Source: an optimization exercise on an open RTL-to-GDS flow (aim: small area). Production flows keep margins and buffers that such runs may drop. The RTL was checked by simulation tests, not by an equivalence proof against the original design.

--- flow/run.sh ---
#!/bin/bash
# synth_recipe.tcl (not shown) runs the flow's synth.tcl, then flattens the netlist and writes it again
# the make line also repeats each setting of config.mk as NAME=value (left out here)
make -C /OpenROAD-flow-scripts/flow DESIGN_CONFIG=/design/flow/config.mk WORK_HOME=/design/flow/orfs CLKGATE_MAP_FILE= SYNTH_SCRIPT=/design/flow/synth_recipe.tcl finish
--- flow/config.mk ---
export PLATFORM = sky130hd
export DESIGN_NAME = butterfly_unit
export DESIGN_NICKNAME = butterfly_unit
export VERILOG_FILES = /design/flow/design.v
export SDC_FILE = /design/flow/constraint.sdc
export NUM_CORES = 4
export LEC_CHECK = 0
export CAP_MARGIN = 20
export CORE_MARGIN = 2
export CORE_UTILIZATION = 40
export PLACE_DENSITY = 0.6
export SLEW_MARGIN = 20
--- flow/constraint.sdc ---
create_clock -name core_clock -period 20.0 [get_ports {clk}]
set_input_delay 4.0000 -clock core_clock [delete_from_list [all_inputs] [get_ports {clk}]]
set_output_delay 4.0000 -clock core_clock [all_outputs]
set_load 0.01 [all_outputs]
--- flow/design.v ---
module butterfly_unit #(
    parameter Q_IN    = 15,
    parameter Q_DATA = 15,
    parameter Q_OUT   = 15
)(
    input  wire clk,
    input  wire reset,
    input  wire valid_in,
    input  wire signed [Q_IN:0]    a_real, a_imag,
    input  wire signed [Q_IN:0]    b_real, b_imag,
    input  wire signed [Q_DATA:0] W_real, W_imag,
    output reg valid_out,
    output reg signed [Q_OUT:0]   y0_real, y0_imag,
    output reg signed [Q_OUT:0]   y1_real, y1_imag
);
    localparam IDLE = 2'b0;
    wire signed [Q_DATA+Q_IN+1:0] mult_real = b_real * W_real - b_imag * W_imag;
    wire signed [Q_DATA+Q_IN+1:0] mult_imag = b_real * W_imag + b_imag * W_real;
    wire signed [Q_OUT:0] bw_real = mult_real >>> (Q_DATA);
    wire signed [Q_OUT:0] bw_imag = mult_imag >>> (Q_DATA);
    always @(posedge clk or posedge reset) begin
        if (reset) begin
            y0_real <= 0;
            y0_imag <= 0;
            y1_real <= 0;
            y1_imag <= 0;
        end else if (valid_in) begin
            y0_real <= a_real + bw_real;
            y0_imag <= a_imag + bw_imag;
            y1_real <= a_real - bw_real;
            y1_imag <= a_imag - bw_imag;
            valid_out <= 1;
        end
        else begin
            valid_out <= 0;
        end
    end
endmodule
==> results.json <==
{
  "outcome": "finished clean",
  "ctsHoldBuffers": 0,
  "rsz0062_at_grt": "no",
  "syn_to_final_growth_pct": 7.90,
  "grt_max_degree": 93,
  "detail-route-antenna-nets": 0,
  "yosys.cell_count.top_type": "inv_1",
  "seq_area_frac_synth_pct": 3.65,
  "die_area_mm2": 0.111,
  "drc": 0,
  "via_per_inst": 4.87,
  "via_count": 29600,
  "relSlewSlack_pct": 34.4,
  "cts_made_buffers": 9,
  "drt-initial-drc-count": 1465,
  "crit_top_cell": "fa_1",
  "period_minus_slack_ns": 13.91,
  "dr_wl_met3_mm": 5.18,
  "grt_pass1_wl_mm": 182,
  "cpMaxStageDelayCell": "xnor2_1",
  "tightest_slew_ns": 0.983,
  "numPortBuffers": 163,
  "cap_violations": 0,
  "cts_sinks": 63,
  "clock_path_buffers": 2,
  "crit_buf_inv": 7,
  "syn_area_per_cell_um2": 9.33,
  "num_rows": 120,
  "cts_tree": "yes",
  "wirelength_mm": 111,
  "clockRootBuffer": "clkbuf_16",
  "drt-pass1-iter-count": 5,
  "dr_wl_met2_mm": 56.1,
  "dpl_worst_slack_ns": 5.78,
  "fin_skew_ns": 0,
  "die_w_um": 333,
  "start_util_pct": 40.4,
  "synth_area_mm2": 0.0433,
  "avgRoutedWirePerCell_um": 18.3,
  "critPathTopFamily": "adder cells",
  "cp.required_ns": 20.18,
  "clk_latency_ns": 0.33,
  "nets": 6257,
  "drive_gt1_share_pct": 2.70,
  "cts_setup_buffers": 0,
  "wl_met1_mm": 48.1,
  "synth_top_area_share_pct": 51.9,
  "die_h_um": 333,
  "yosysWarnings": 1,
  "synth_area_leaders": "fa_1 52%, inv_1 11%, ha_1 11%",
  "hold_ws_ns": 0.510,
  "ys_ff_latch": 63,
  "fmax_mhz": 71.9,
  "path_clk_slew_ns": 0.06,
  "cp-start-kind": "primary input",
  "end_kind": "register",
  "final_area_mm2": 0.0467,
  "synthTopCellsByCount": "1,300 x inv_1, 1,123 x fa_1, 540 x and2_1, 445 x nand2_1, 364 x ha_1",
  "post_cts_resize_count": 0,
  "yosys.area.top_type": "fa_1",
  "routabilityCongestion": 0.863,
  "setup_tns_ns": 0,
  "synth_edf_count": 1,
  "grt_pass1_vias": 32200,
  "grtUsageTotal_pct": 21.0,
  "antenna_found_initial": 2,
  "ys_types": 56,
  "h-tree-depth": 3,
  "highest_layer": "met5",
  "gr-total-overflow": 0,
  "setup_viol": 0,
  "worstSetupPathType": "primary input to register",
  "nFillCells": 10500,
  "ios": 164,
  "final.setup.worst_slack_ns": 6.09,
  "syn_nets": 6229,
  "drv_slew": 0,
  "hp-class": "register to register",
  "synthFlopType": "dfrtp_1",
  "async_flop_share_pct": 98.4,
  "arrival_ns": 14.09,
  "dp_hpwl_mm": 86.8,
  "synthCells": 4643,
  "finalCritPeriodShare_pct": 69.5,
  "worst-path-max-fanout": 32,
  "final_hold_viol_count": 0,
  "max_stage_delay_ns": 0.67,
  "place_area_mm2": 0.0464,
  "core_area_mm2": 0.107
}
## cells by family after synthesis
| family | after synthesis | share of synthesized area (%) |
|---|---|---|
| AO/OA/AOI/OAI | 207 | 2.98 |
| XOR/XNOR | 149 | 3.03 |
| adder cells (fa/ha/maj) | 1487 | 62.4 |
| buffers and inverters | 1514 | 13.1 |
| flip-flops | 63 | 3.65 |
| multiplexers | 33 | 0.858 |
| AND/OR/NAND/NOR | 1190 | 13.9 |
## through the flow
stage          util (%)  instances
2_1_floorplan         -       4643
4_1_cts            43.6       6078
3_3_place_gp       43.3       6063
3_5_place_dp       43.3       6063
5_1_grt            43.6       6078
6_report           43.6       6082
## final timing paths
check,startpoint,endpoint,slack (ns),cells past startpoint
max,b_real[10],y0_real[15],6.09,36
min,y0_imag[1],y0_imag[1],0.51,1
max reg2reg,y0_real[6],y0_real[6],19.15,2
min reg2reg,y0_imag[1],y0_imag[1],0.51,1
max in group asynchronous,reset,y0_imag[3],15.11,3
min in group asynchronous,reset,y1_real[15],3.90,2
## placed cells by master (no fill, tap or decap), types with 2 or more instances in the layout
cell type,count
o211ai_1,3
o41ai_1,3
nand2_1,445
and4_1,2
o21ai_0,33
diode_2,4
o21a_1,8
xor2_1,33
buf_4,68
xnor2_1,115
o31ai_1,3
fa_1,1123
o21ba_2,2
nand3_1,9
buf_2,2
o22a_1,2
nand2b_1,37
nor2b_1,10
clkbuf_8,2
o2111ai_1,2
o22ai_1,3
a31oi_1,11
nor3_1,13
a211oi_1,9
dfrtp_1,62
a21oi_1,79
a311oi_1,2
o21bai_1,13
nor2_1,118
and2_1,540
nand4_1,4
o21ai_1,3
mux2_2,33
bufinv_16,3
clkdlybuf4s50_1,160
inv_1,1299
clkbuf_16,9
a21o_1,20
or3_1,7
ha_1,364
## area by class of cell
| type | instances | area, um^2 | share of cell area, % |
|---|---|---|---|
| multi-input cells | 3066 | 36000 | 77.1 |
| inverters | 1301 | 4880 | 10.5 |
| repair buffers | 230 | 2120 | 4.54 |
| well taps | 1403 | 1760 | 3.76 |
| flip-flops and latches | 63 | 1580 | 3.38 |
| clock buffers | 12 | 256 | 0.549 |
| clock inverters | 3 | 90.1 | 0.193 |
| diodes | 4 | 10.0 | 0.0214 |
## state kept, by name, indices dropped and copies added (netlist names)
| signal | count |
|---|---|
| y1_real | 16 |
| y1_imag | 16 |
| valid_out | 1 |
| y0_real | 15 |
| y0_imag | 15 |
## layer usage
layer	vias to the layer above	track usage, %
met5	-	0
met4	2	3.80
met3	104	2.22
met2	686	36.1
met1	15600	28.9
li1	13200	-

## port drivers added, routing unchanged
The results above use ideal ports. As a check the final layout listed here was re-extracted and re-timed, cells and wires unchanged. Step 1 sets driving cells, clkbuf_16 on the clock port and buf_2 on the other inputs (assumed; they add their load-dependent delay and slew). Step 2 also shifts input and output timing later by t, the mid clock arrival at the registers, as if the neighbouring blocks saw the same clock. a / b / c = ideal / step 1 / step 2; a / b = the first two.
t (ns): 0.382
slack for setup (ns): 6.090 / 6.111 / 5.729
latest minus earliest clock arrival (ns): 0.015 / 0.015
worst data-port slew with drivers (ns): 0.08
After both steps setup and hold are still met in this run. The setup slack of this run moves by +0.021 ns with the drivers and by -0.361 ns with both steps.
